Source: an optimization exercise on an open RTL-to-GDS flow (aim: small area). Production flows keep margins and buffers that such runs may drop. At most, simulation tests tie the RTL to the original design; equivalence was not proved. Power figures rest on the tool's default switching activity, not on a simulated workload.

==> inputs of xenon <==
// spaceinvaders
module spaceinvaders(
    input            CLOCK_50,
    input            resetn,
    input    [9:0]   SW,
    output   [6:0]   HEX0,
    output   [8:0]   VGA_X,
    output   [8:0]   VGA_Y,
    output   [2:0]   VGA_COLOUR,
    output           VGA_PLOT
    );
    localparam BF = 4'd0,  B0 = 4'd1,  BB = 4'd2,  BU = 4'd3,
               PI = 4'd4,  PD = 4'd5,  PE = 4'd6,  CK = 4'd7,
               EI = 4'd8,  ED = 4'd9,  EE = 4'd10, ME = 4'd11,
               EG = 4'd12;
    reg [3:0] st;
    reg [1:0] dy;      
    reg [2:0] dx;      
    reg [2:0] k;       
    reg [7:0] px;
    reg [8:0] ey;
    reg [4:0] ex;
    reg       dir;
    reg [7:0] bx;
    reg [4:0] byi;
    reg       shooting;
    reg [4:0] hit;
    reg [8:0] fc;
    wire isP = (st == PI) || (st == PD) || (st == PE);
    wire isE = (st == EI) || (st == ED) || (st == EE);
    wire isB = (st == BF) || (st == B0) || (st == BB);
    wire isU = (st == BU);
    wire ld  = (dy == 2'd0) && (dx == 3'd1);
    wire sel = isU && (shooting || (k == 3'd7));
    reg [7:0] xa;
    reg [8:0] ya;
    always @(*) begin
        if (isE || st == ME) xa = {k, ex};
        else if (st == CK || sel) xa = bx;
        else xa = px;
        if (isP || (isU && !sel)) ya = 9'd118;
        else if (sel) ya = {2'b00, byi, 2'b01};
        else ya = ey;
    end
    wire [2:0] kk = isE ? k : ((st == PD && k == 3'd1) ? 3'd1 : 3'd0);
    wire [5:0] toff = {3'b000, dx} - 6'd2 - {2'b00, kk, 1'b0};
    wire [7:0] xb = (st == CK) ? {3'b111, ~ex} : sel ? 8'd0 : {{2{toff[5]}}, toff};
    wire [1:0] yb = sel ? 2'd0 : dy;
    wire [7:0] X = xa + xb;
    wire [8:0] Y = ya + {7'd0, yb};
    reg plot;
    reg [2:0] oc;
    always @(*) begin
        plot = 1'b0; oc = 3'b000;
        if (isB) begin
            plot = 1'b1; oc = (st == BF) ? 3'b011 : 3'b000;
        end else if (isP) begin
            plot = !ld && (dx[2] == 1'b0) && !(dy == 2'd0 && dx == 3'd0) && (k == 3'd0);
            oc = (st == PE) ? 3'b000 : 3'b011;
        end else if (isE) begin
            plot = !ld;
            oc = (st == EE) ? 3'b000 : 3'b100;
        end else if (isU) begin
            plot = (k == 3'd2) || (k == 3'd5) || (k == 3'd7);
            oc = (k == 3'd5 && shooting) ? 3'b111 : 3'b000;
        end
    end
    assign VGA_PLOT = plot;
  ...
clock: 10.0 ns
lec_check: 0
cap_margin: 20
core_margin: 2
core_utilization: 40
slew_margin: 20
standard.sh (not shown) runs the stock make flow with config.mk's settings and CLKGATE_MAP_FILE= SYNTH_SCRIPT=/design/flow/synth_recipe.tcl, a recipe that flattens the netlist after the stock synthesis.
==> flow/flow/run.sh <==
#!/bin/bash
# Own layout flow:
#  1. the standard synthesis (standard.sh synth), unchanged;
#  2. the combinational logic between the registers is re-mapped for area by
#     ABC with a few scripts (flow/*.abc); the smallest netlist is kept. The
#     registers keep their instances, names and cell types;
#  3. the standard layout (standard.sh finish) with one-size port buffers
#     and a clock tree of clkbuf_4 without dummy loads.
# Each tool writes its full output to a log file in this folder.
set -euo pipefail
R=orfs/results/$FLOW_PLATFORM/spaceinvaders/base
LIB=$FLOW_HOME/platforms/$FLOW_PLATFORM/lib/sky130_fd_sc_hd__tt_025C_1v80.lib
bash standard.sh synth > 1_synth.log 2>&1
cp $R/1_2_yosys.v $R/1_2_yosys_std.v
best=""; bestA=""
for s in flow/*.abc; do
  n=$(basename $s .abc)
  RS_LIB=$LIB RS_IN=$R/1_2_yosys_std.v RS_OUT=$R/rs_$n.v RS_ABC=$PWD/$s \
    yosys -c flow/resynth.tcl > 2_resynth_$n.log 2>&1 &
done
wait
for s in flow/*.abc; do
  n=$(basename $s .abc)
  a=$(grep "Chip area" 2_resynth_$n.log | tail -1 | awk '{print $NF}')
  echo "$n $a" >> 2_resynth_areas.log
  if [[ -n "$a" ]] && { [[ -z "$bestA" ]] || awk "BEGIN{exit !($a < $bestA)}"; }; then best=$n; bestA=$a; fi
done
echo "best $best $bestA" >> 2_resynth_areas.log
cp $R/rs_$best.v $R/1_2_yosys.v
bash standard.sh \
  "CTS_ARGS=-sink_clustering_enable -repair_clock_nets -dont_use_dummy_load -buf_list sky130_fd_sc_hd__clkbuf_4 -root_buf sky130_fd_sc_hd__clkbuf_4" \
  "BUFFER_PORTS_ARGS=-buffer_cell sky130_fd_sc_hd__buf_1" \
  finish > 3_layout.log 2>&1
==> flow/flow/c3.abc <==
strash
balance -l
resub -K 6 -l
rewrite -l
resub -K 6 -N 2 -l
refactor -l
resub -K 8 -l
balance -l
resub -K 8 -N 2 -l
rewrite -l
resub -K 10 -l
rewrite -z -l
resub -K 10 -N 2 -l
balance -l
resub -K 12 -l
refactor -z -l
resub -K 12 -N 2 -l
rewrite -z -l
balance -l
balance -l
resub -K 6 -l
rewrite -l
resub -K 6 -N 2 -l
refactor -l
resub -K 8 -l
balance -l
resub -K 8 -N 2 -l
rewrite -l
resub -K 10 -l
rewrite -z -l
resub -K 10 -N 2 -l
balance -l
resub -K 12 -l
refactor -z -l
resub -K 12 -N 2 -l
rewrite -z -l
balance -l
&get -n
&st
&dch -f
&nf -p -a -F 8 -A 4 -R 1000
&put
mfs2
strash
&get -n
&st
&dch -f
&nf -p -a -R 1000
&put
topo
==> flow/flow/d1.abc <==
strash
balance -l
resub -K 6 -l
rewrite -l
resub -K 6 -N 2 -l
refactor -l
resub -K 8 -l
balance -l
resub -K 8 -N 2 -l
rewrite -l
resub -K 10 -l
rewrite -z -l
resub -K 10 -N 2 -l
balance -l
resub -K 12 -l
refactor -z -l
resub -K 12 -N 2 -l
rewrite -z -l
balance -l
balance -l
resub -K 6 -l
rewrite -l
resub -K 6 -N 2 -l
refactor -l
resub -K 8 -l
balance -l
resub -K 8 -N 2 -l
rewrite -l
resub -K 10 -l
rewrite -z -l
resub -K 10 -N 2 -l
balance -l
resub -K 12 -l
refactor -z -l
resub -K 12 -N 2 -l
rewrite -z -l
balance -l
&get -n
&st
&dch -f
&nf -p -a -F 8 -A 4 -C 32 -R 1000
&put
mfs2
strash
&get -n
&st
&dch -f
&nf -p -a -F 8 -A 4 -C 32 -R 1000
&put
mfs2
strash
&get -n
&st
&dch -f
&nf -p -a -F 8 -A 4 -C 32 -R 1000
&put
topo
==> flow/flow/d2.abc <==
strash
balance -l
resub -K 6 -l
rewrite -l
resub -K 6 -N 2 -l
refactor -l
resub -K 8 -l
balance -l
resub -K 8 -N 2 -l
rewrite -l
resub -K 10 -l
rewrite -z -l
resub -K 10 -N 2 -l
balance -l
resub -K 12 -l
refactor -z -l
resub -K 12 -N 2 -l
rewrite -z -l
balance -l
balance -l
resub -K 6 -l
rewrite -l
resub -K 6 -N 2 -l
refactor -l
resub -K 8 -l
balance -l
resub -K 8 -N 2 -l
rewrite -l
resub -K 10 -l
rewrite -z -l
resub -K 10 -N 2 -l
balance -l
resub -K 12 -l
refactor -z -l
resub -K 12 -N 2 -l
rewrite -z -l
balance -l
&get -n
&st
&synch2
&nf -p -a -F 8 -A 4 -C 32 -R 1000
&put
mfs2
strash
&get -n
&st
&dch -f
&nf -p -a -F 8 -A 4 -C 32 -R 1000
&put
topo
==> flow/flow/d6.abc <==
strash
balance -l
resub -K 6 -l
rewrite -l
resub -K 6 -N 2 -l
refactor -l
resub -K 8 -l
balance -l
resub -K 8 -N 2 -l
rewrite -l
resub -K 10 -l
rewrite -z -l
resub -K 10 -N 2 -l
balance -l
resub -K 12 -l
refactor -z -l
resub -K 12 -N 2 -l
rewrite -z -l
balance -l
balance -l
resub -K 6 -l
rewrite -l
resub -K 6 -N 2 -l
refactor -l
resub -K 8 -l
balance -l
resub -K 8 -N 2 -l
rewrite -l
resub -K 10 -l
rewrite -z -l
resub -K 10 -N 2 -l
balance -l
resub -K 12 -l
refactor -z -l
resub -K 12 -N 2 -l
rewrite -z -l
balance -l
&get -n
&st
&dch -f
&nf -p -a -F 8 -A 4 -C 32 -R 1000
&put
mfs2
strash
&get -n
&st
&dch -f
&nf -p -a -F 8 -A 4 -C 32 -R 1000
&put
mfs2
strash
&get -n
&st
&dch -f
&nf -p -a -F 8 -A 4 -C 32 -R 1000
&put
mfs2
strash
&get -n
&st
&dch -f
&nf -p -a -F 8 -A 4 -C 32 -R 1000
&put
mfs2
strash
&get -n
&st
&dch -f
&nf -p -a -F 8 -A 4 -C 32 -R 1000
&put
topo
==> flow/flow/resynth.tcl <==
# Re-map the combinational logic of the standard synthesis netlist for area.
# The registers keep their instances, names and cell types; only the logic
# between them is re-mapped by ABC with the script named in RS_ABC.
yosys -import
set lib $::env(RS_LIB)
set in  $::env(RS_IN)
set out $::env(RS_OUT)
set script $::env(RS_ABC)
read_liberty -ignore_miss_func $lib
read_verilog $in
hierarchy -top spaceinvaders
set seq {}
foreach c [list dfxtp_1 dfxtp_2 dfxtp_4 edfxtp_1 dfrtp_1 dfstp_1 dfbbp_1 dfrbp_1 dfsbp_1 dfxbp_1 edfxbp_1 sdfxtp_1 conb_1 dlxtp_1] {
  lappend seq sky130_fd_sc_hd__$c
}
foreach m $seq { catch { setattr -mod -set keep_hierarchy 1 $m } }
flatten
foreach m $seq { catch { blackbox $m } }
opt -purge
set du {}
foreach p {*probe* *lpflow* *clkdly* *dlygate* *dlymetal* *clkbuf* *clkinv* *buf_16 *buf_12 *buf_8 *buf_6 *inv_16 *inv_12 *inv_8 *inv_6 *bufinv* *bufbuf* *conb*} { lappend du -dont_use $p }
abc -liberty $lib {*}$du -script $script
opt_clean -purge
hilomap -singleton -hicell sky130_fd_sc_hd__conb_1 HI -locell sky130_fd_sc_hd__conb_1 LO
yosys rename -enumerate -pattern tie_% t:sky130_fd_sc_hd__conb_1
yosys rename -hide w:*.*
# left out here: clear keep_hierarchy, clean up
stat -liberty $lib
write_verilog -noattr -nohex -nodec $out
==> pepper (differences from xenon) <==
--- a/flow/design.v
+++ b/flow/design.v
@@ -77,31 +77,31 @@
             8'd87, 8'd88, 8'd89, 8'd90, 8'd91, 8'd92, 8'd93: win = 5'b01000;
             8'd117, 8'd118, 8'd119, 8'd120, 8'd121, 8'd122, 8'd123: win = 5'b10000;
             default: win = 5'b00000;
         endcase
     end
     wire yok = (Y[8:2] == {2'b00, byi});
     wire [4:0] newhit = win & ~hit & {5{yok}};
-    wire fz = ~fc[8] & ~fc[7] & fc[6] & fc[2] & ~fc[1] & ~fc[0];
+    wire fz = (fc == 9'd0);
     wire k4 = (k == 3'd4);
     always @(posedge CLOCK_50) begin
         if (!resetn) begin
             st <= BF; dy <= 2'd1; dx <= 3'd3; k <= 3'd0;
             px <= 8'd79; ey <= 9'd117; ex <= 5'd10; dir <= 1'b0;
             shooting <= 1'b0; hit <= 5'd0;
         end else begin
             case (st)
                 BF: begin px <= X; st <= B0; end
                 B0: begin
-                    if (X[7] & X[6] & X[5] & X[4]) begin px <= 8'd255; ey <= Y; st <= BB; end
+                    if (X == 8'd240) begin px <= 8'd255; ey <= Y; st <= BB; end
                     else px <= X;
                 end
                 BB: begin
-                    if (X[7] & X[5]) begin px <= 8'd255; ey <= Y; end
-                    else if (X[0] & Y[8] & Y[4] & Y[2] & Y[0]) begin
+                    if (X == 8'd160) begin px <= 8'd255; ey <= Y; end
+                    else if (X == 8'd1 && Y == 9'd277) begin
                         px <= 8'd80; ey <= 9'd10; st <= PI; dy <= 2'd0; dx <= 3'd1;
                     end else px <= X;
                 end
                 PI, PD, PE: begin
                     if (st == PD && k != 3'd0) begin
                         if (k == 3'd1) begin if (px != 8'd8) px <= X; end
                         else if (!shooting) begin bx <= px; byi <= 5'd29; shooting <= 1'b1; end
@@ -170,16 +170,16 @@
                     if (&hit) st <= EG; else begin st <= PE; dy <= 2'd0; dx <= 3'd0; end
                 end
                 default: st <= EG;
             endcase
         end
     end
     always @(posedge CLOCK_50) begin
-        if (!resetn) fc <= 9'd1;
-        else if (SW[9]) fc <= fz ? 9'd1 : {fc[7:0], fc[8] ^ fc[4]};
+        if (!resetn) fc <= 9'd299;
+        else if (SW[9]) fc <= fz ? 9'd299 : fc - 1'b1;
     end
     wire s1 = hit[0] ^ hit[1] ^ hit[2];
     wire c1 = (hit[0] & hit[1]) | (hit[2] & (hit[0] ^ hit[1]));
     wire p0 = s1 ^ hit[3] ^ hit[4];
     wire c2 = (hit[3] & hit[4]) | (s1 & (hit[3] ^ hit[4]));
     wire p1 = c1 ^ c2;
     wire p2 = c1 & c2;
==> flow/flow/run.sh (replaced) <==
#!/bin/bash
# Own layout flow: the standard synthesis, then an area-oriented re-mapping
# of the combinational logic (registers kept as synthesized), then the standard flow's
# standard layout steps. Each tool's output goes to a log file in this folder.
set -euo pipefail
R=orfs/results/$FLOW_PLATFORM/spaceinvaders/base
bash standard.sh synth > 1_synth.log 2>&1
cp $R/1_2_yosys.v $R/1_2_yosys_std.v
RS_LIB=$FLOW_HOME/platforms/$FLOW_PLATFORM/lib/sky130_fd_sc_hd__tt_025C_1v80.lib \
RS_IN=$R/1_2_yosys_std.v RS_OUT=$R/1_2_yosys.v RS_ABC=$PWD/flow/area.abc \
  yosys -c flow/resynth.tcl > 2_resynth.log 2>&1
EXTRA=()
if [[ -f flow/extra.args ]]; then mapfile -t EXTRA < flow/extra.args; fi
bash standard.sh "${EXTRA[@]}" finish > 3_layout.log 2>&1
==> flow/flow/area.abc (new file) <==
strash
balance -l
resub -K 6 -l
rewrite -l
resub -K 6 -N 2 -l
refactor -l
resub -K 8 -l
balance -l
resub -K 8 -N 2 -l
rewrite -l
resub -K 10 -l
rewrite -z -l
resub -K 10 -N 2 -l
balance -l
resub -K 12 -l
refactor -z -l
resub -K 12 -N 2 -l
rewrite -z -l
balance -l
balance -l
resub -K 6 -l
rewrite -l
resub -K 6 -N 2 -l
refactor -l
resub -K 8 -l
balance -l
resub -K 8 -N 2 -l
rewrite -l
resub -K 10 -l
rewrite -z -l
resub -K 10 -N 2 -l
balance -l
resub -K 12 -l
refactor -z -l
resub -K 12 -N 2 -l
rewrite -z -l
balance -l
dch -f
map -a
mfs2
strash
dch -f
map -a
topo
==> flow/flow/extra.args (new file) <==
CTS_ARGS=-sink_clustering_enable -repair_clock_nets -dont_use_dummy_load -buf_list sky130_fd_sc_hd__clkbuf_4 -root_buf sky130_fd_sc_hd__clkbuf_4 -sink_clustering_size 16
BUFFER_PORTS_ARGS=-buffer_cell sky130_fd_sc_hd__buf_1
==> flow/flow/resynth.tcl (replaced) <==
# Re-map the combinational logic of the standard synthesis netlist for area.
# Registers (and their instance names and cell types) are kept as they are.
yosys -import
set lib $::env(RS_LIB)
set in  $::env(RS_IN)
set out $::env(RS_OUT)
set script $::env(RS_ABC)
read_liberty -ignore_miss_func $lib
read_verilog $in
hierarchy -top spaceinvaders
set seq {}
foreach c [list dfxtp_1 dfxtp_2 dfxtp_4 edfxtp_1 dfrtp_1 dfstp_1 dfbbp_1 dfrbp_1 dfsbp_1 dfxbp_1 edfxbp_1 sdfxtp_1 conb_1 dlxtp_1] {
  lappend seq sky130_fd_sc_hd__$c
}
foreach m $seq { catch { setattr -mod -set keep_hierarchy 1 $m } }
flatten
opt -purge
set du {}
foreach p {*probe* *lpflow* *clkdly* *dlygate* *dlymetal* *clkbuf* *clkinv* *buf_16 *buf_12 *buf_8 *buf_6 *inv_16 *inv_12 *inv_8 *inv_6 *bufinv* *bufbuf* *conb*} { lappend du -dont_use $p }
abc -liberty $lib {*}$du -script $script
opt_clean -purge
hilomap -singleton -hicell sky130_fd_sc_hd__conb_1 HI -locell sky130_fd_sc_hd__conb_1 LO
foreach m $seq { catch { blackbox $m } }
# left out here: clear keep_hierarchy, clean up
stat -liberty $lib
write_verilog -noattr -nohex -nodec $out
removed: flow/flow/c3.abc
removed: flow/flow/d1.abc
removed: flow/flow/d2.abc
removed: flow/flow/d6.abc
==> garnet (differences from xenon) <==
--- a/flow/design.v
+++ b/flow/design.v
@@ -77,31 +77,31 @@
             8'd87, 8'd88, 8'd89, 8'd90, 8'd91, 8'd92, 8'd93: win = 5'b01000;
             8'd117, 8'd118, 8'd119, 8'd120, 8'd121, 8'd122, 8'd123: win = 5'b10000;
             default: win = 5'b00000;
         endcase
     end
     wire yok = (Y[8:2] == {2'b00, byi});
     wire [4:0] newhit = win & ~hit & {5{yok}};
-    wire fz = ~fc[8] & ~fc[7] & fc[6] & fc[2] & ~fc[1] & ~fc[0];
+    wire fz = (fc == 9'd0);
     wire k4 = (k == 3'd4);
     always @(posedge CLOCK_50) begin
         if (!resetn) begin
             st <= BF; dy <= 2'd1; dx <= 3'd3; k <= 3'd0;
             px <= 8'd79; ey <= 9'd117; ex <= 5'd10; dir <= 1'b0;
             shooting <= 1'b0; hit <= 5'd0;
         end else begin
             case (st)
                 BF: begin px <= X; st <= B0; end
                 B0: begin
-                    if (X[7] & X[6] & X[5] & X[4]) begin px <= 8'd255; ey <= Y; st <= BB; end
+                    if (X == 8'd240) begin px <= 8'd255; ey <= Y; st <= BB; end
                     else px <= X;
                 end
                 BB: begin
-                    if (X[7] & X[5]) begin px <= 8'd255; ey <= Y; end
-                    else if (X[0] & Y[8] & Y[4] & Y[2] & Y[0]) begin
+                    if (X == 8'd160) begin px <= 8'd255; ey <= Y; end
+                    else if (X == 8'd1 && Y == 9'd277) begin
                         px <= 8'd80; ey <= 9'd10; st <= PI; dy <= 2'd0; dx <= 3'd1;
                     end else px <= X;
                 end
                 PI, PD, PE: begin
                     if (st == PD && k != 3'd0) begin
                         if (k == 3'd1) begin if (px != 8'd8) px <= X; end
                         else if (!shooting) begin bx <= px; byi <= 5'd29; shooting <= 1'b1; end
@@ -170,16 +170,16 @@
                     if (&hit) st <= EG; else begin st <= PE; dy <= 2'd0; dx <= 3'd0; end
                 end
                 default: st <= EG;
             endcase
         end
     end
     always @(posedge CLOCK_50) begin
-        if (!resetn) fc <= 9'd1;
-        else if (SW[9]) fc <= fz ? 9'd1 : {fc[7:0], fc[8] ^ fc[4]};
+        if (!resetn) fc <= 9'd299;
+        else if (SW[9]) fc <= fz ? 9'd299 : fc - 1'b1;
     end
     wire s1 = hit[0] ^ hit[1] ^ hit[2];
     wire c1 = (hit[0] & hit[1]) | (hit[2] & (hit[0] ^ hit[1]));
     wire p0 = s1 ^ hit[3] ^ hit[4];
     wire c2 = (hit[3] & hit[4]) | (s1 & (hit[3] ^ hit[4]));
     wire p1 = c1 ^ c2;
     wire p2 = c1 & c2;
==> flow/flow/run.sh (replaced) <==
#!/bin/bash
# Own layout flow: the standard synthesis, then an area-oriented re-mapping
# of the combinational logic (registers kept as synthesized), then the standard flow's
# standard layout steps. Each tool's output goes to a log file in this folder.
set -euo pipefail
R=orfs/results/$FLOW_PLATFORM/spaceinvaders/base
bash standard.sh synth > 1_synth.log 2>&1
cp $R/1_2_yosys.v $R/1_2_yosys_std.v
RS_LIB=$FLOW_HOME/platforms/$FLOW_PLATFORM/lib/sky130_fd_sc_hd__tt_025C_1v80.lib \
RS_IN=$R/1_2_yosys_std.v RS_OUT=$R/1_2_yosys.v RS_ABC=$PWD/flow/area.abc \
  yosys -c flow/resynth.tcl > 2_resynth.log 2>&1
EXTRA=()
if [[ -f flow/extra.args ]]; then mapfile -t EXTRA < flow/extra.args; fi
bash standard.sh "${EXTRA[@]}" finish > 3_layout.log 2>&1
==> flow/flow/area.abc (new file) <==
strash
balance -l
resub -K 6 -l
rewrite -l
resub -K 6 -N 2 -l
refactor -l
resub -K 8 -l
balance -l
resub -K 8 -N 2 -l
rewrite -l
resub -K 10 -l
rewrite -z -l
resub -K 10 -N 2 -l
balance -l
resub -K 12 -l
refactor -z -l
resub -K 12 -N 2 -l
rewrite -z -l
balance -l
balance -l
resub -K 6 -l
rewrite -l
resub -K 6 -N 2 -l
refactor -l
resub -K 8 -l
balance -l
resub -K 8 -N 2 -l
rewrite -l
resub -K 10 -l
rewrite -z -l
resub -K 10 -N 2 -l
balance -l
resub -K 12 -l
refactor -z -l
resub -K 12 -N 2 -l
rewrite -z -l
balance -l
dch -f
map -a
mfs2
strash
dch -f
map -a
topo
==> flow/flow/resynth.tcl (replaced) <==
# Re-map the combinational logic of the standard synthesis netlist for area.
# Registers (and their instance names and cell types) are kept as they are.
yosys -import
set lib $::env(RS_LIB)
set in  $::env(RS_IN)
set out $::env(RS_OUT)
set script $::env(RS_ABC)
read_liberty -ignore_miss_func $lib
read_verilog $in
hierarchy -top spaceinvaders
set seq {}
foreach c [list dfxtp_1 dfxtp_2 dfxtp_4 edfxtp_1 dfrtp_1 dfstp_1 dfbbp_1 dfrbp_1 dfsbp_1 dfxbp_1 edfxbp_1 sdfxtp_1 conb_1 dlxtp_1] {
  lappend seq sky130_fd_sc_hd__$c
}
foreach m $seq { catch { setattr -mod -set keep_hierarchy 1 $m } }
flatten
opt -purge
set du {}
foreach p {*probe* *lpflow* *clkdly* *dlygate* *dlymetal* *clkbuf* *clkinv* *buf_16 *buf_12 *buf_8 *buf_6 *inv_16 *inv_12 *inv_8 *inv_6 *bufinv* *bufbuf* *conb*} { lappend du -dont_use $p }
abc -liberty $lib {*}$du -script $script
opt_clean -purge
hilomap -singleton -hicell sky130_fd_sc_hd__conb_1 HI -locell sky130_fd_sc_hd__conb_1 LO
foreach m $seq { catch { blackbox $m } }
# left out here: clear keep_hierarchy, clean up
stat -liberty $lib
write_verilog -noattr -nohex -nodec $out
removed: flow/flow/c3.abc
removed: flow/flow/d1.abc
removed: flow/flow/d2.abc
removed: flow/flow/d6.abc
==> summary of the runs <==
In garnet the clock skew is lower than in xenon, by 0.017 ns.
Against xenon, the clock-buffer cell count of garnet is higher by 2.
Of xenon and pepper, pepper has the higher synthesized area (gap about 7%, measured against pepper).
Via count: garnet is smaller than pepper (about 0.5%).
In flip-flop and latch count, xenon and pepper do not differ.
==> figures <==
| quantity | xenon | pepper | garnet |
|---|---|---|---|
| Number of ordinary inverters in the final layout | 17 | 118 | 118 |
| Height of the die | 104 um | 108 um | 108 um |
| Worst r2r path cells | 20 | 32 | 32 |
| 1st-pass router iterations | 7 | 6 | 8 |
| Die Footprint | 10800 um^2 | 11600 um^2 | 11600 um^2 |
| Slew Limit Headroom | 0.290 | 0.394 | 0.376 |
| Clk network pwr share | 0.082 | 0.088 | 0.132 |
| Run status | no timing/DRC/antenna violations | no timing/DRC/antenna violations | no timing/DRC/antenna violations |
| Multi-Input Combinational | 455 | 498 | 498 |
| Worst R2R End | ey[0]$_SDFFE_PN1P_ | ey[2]$_SDFFE_PN1P_ | ey[2]$_SDFFE_PN1P_ |
| Inserted tap cell count | 133 | 136 | 136 |
| Number of signal-net buffers in the layout | 39 | 35 | 34 |
Function not checked in pepper and garnet: the RTL went through the layout flow alone.

static timing again, ports no longer ideal:
No port has a modelled driver above. Below, the same layouts with a new extraction and two added sets of constraints.
Step 1: set_driving_cell puts a clkbuf_16 on CLOCK_50 and a buf_2 on each other input, an assumption about the parent block.
Step 2 also shifts input and output timing later by t, the mid clock arrival at the registers, as if the neighbouring blocks saw the same clock.
a / b / c = ideal / step 1 / step 2; a / b = the first two.
run | t, ns | slack for setup (ns) | hold slack, ns
xenon | 0.430 | 2.281 / 2.249 / 2.680 | 0.466 / 0.466 / 0.466
pepper | 0.458 | 1.976 / 1.944 / 2.402 | 0.441 / 0.441 / 0.441
garnet | 0.385 | 1.700 / 1.666 / 2.051 | 0.434 / 0.434 / 0.434
After both steps setup and hold are still met in every run listed.
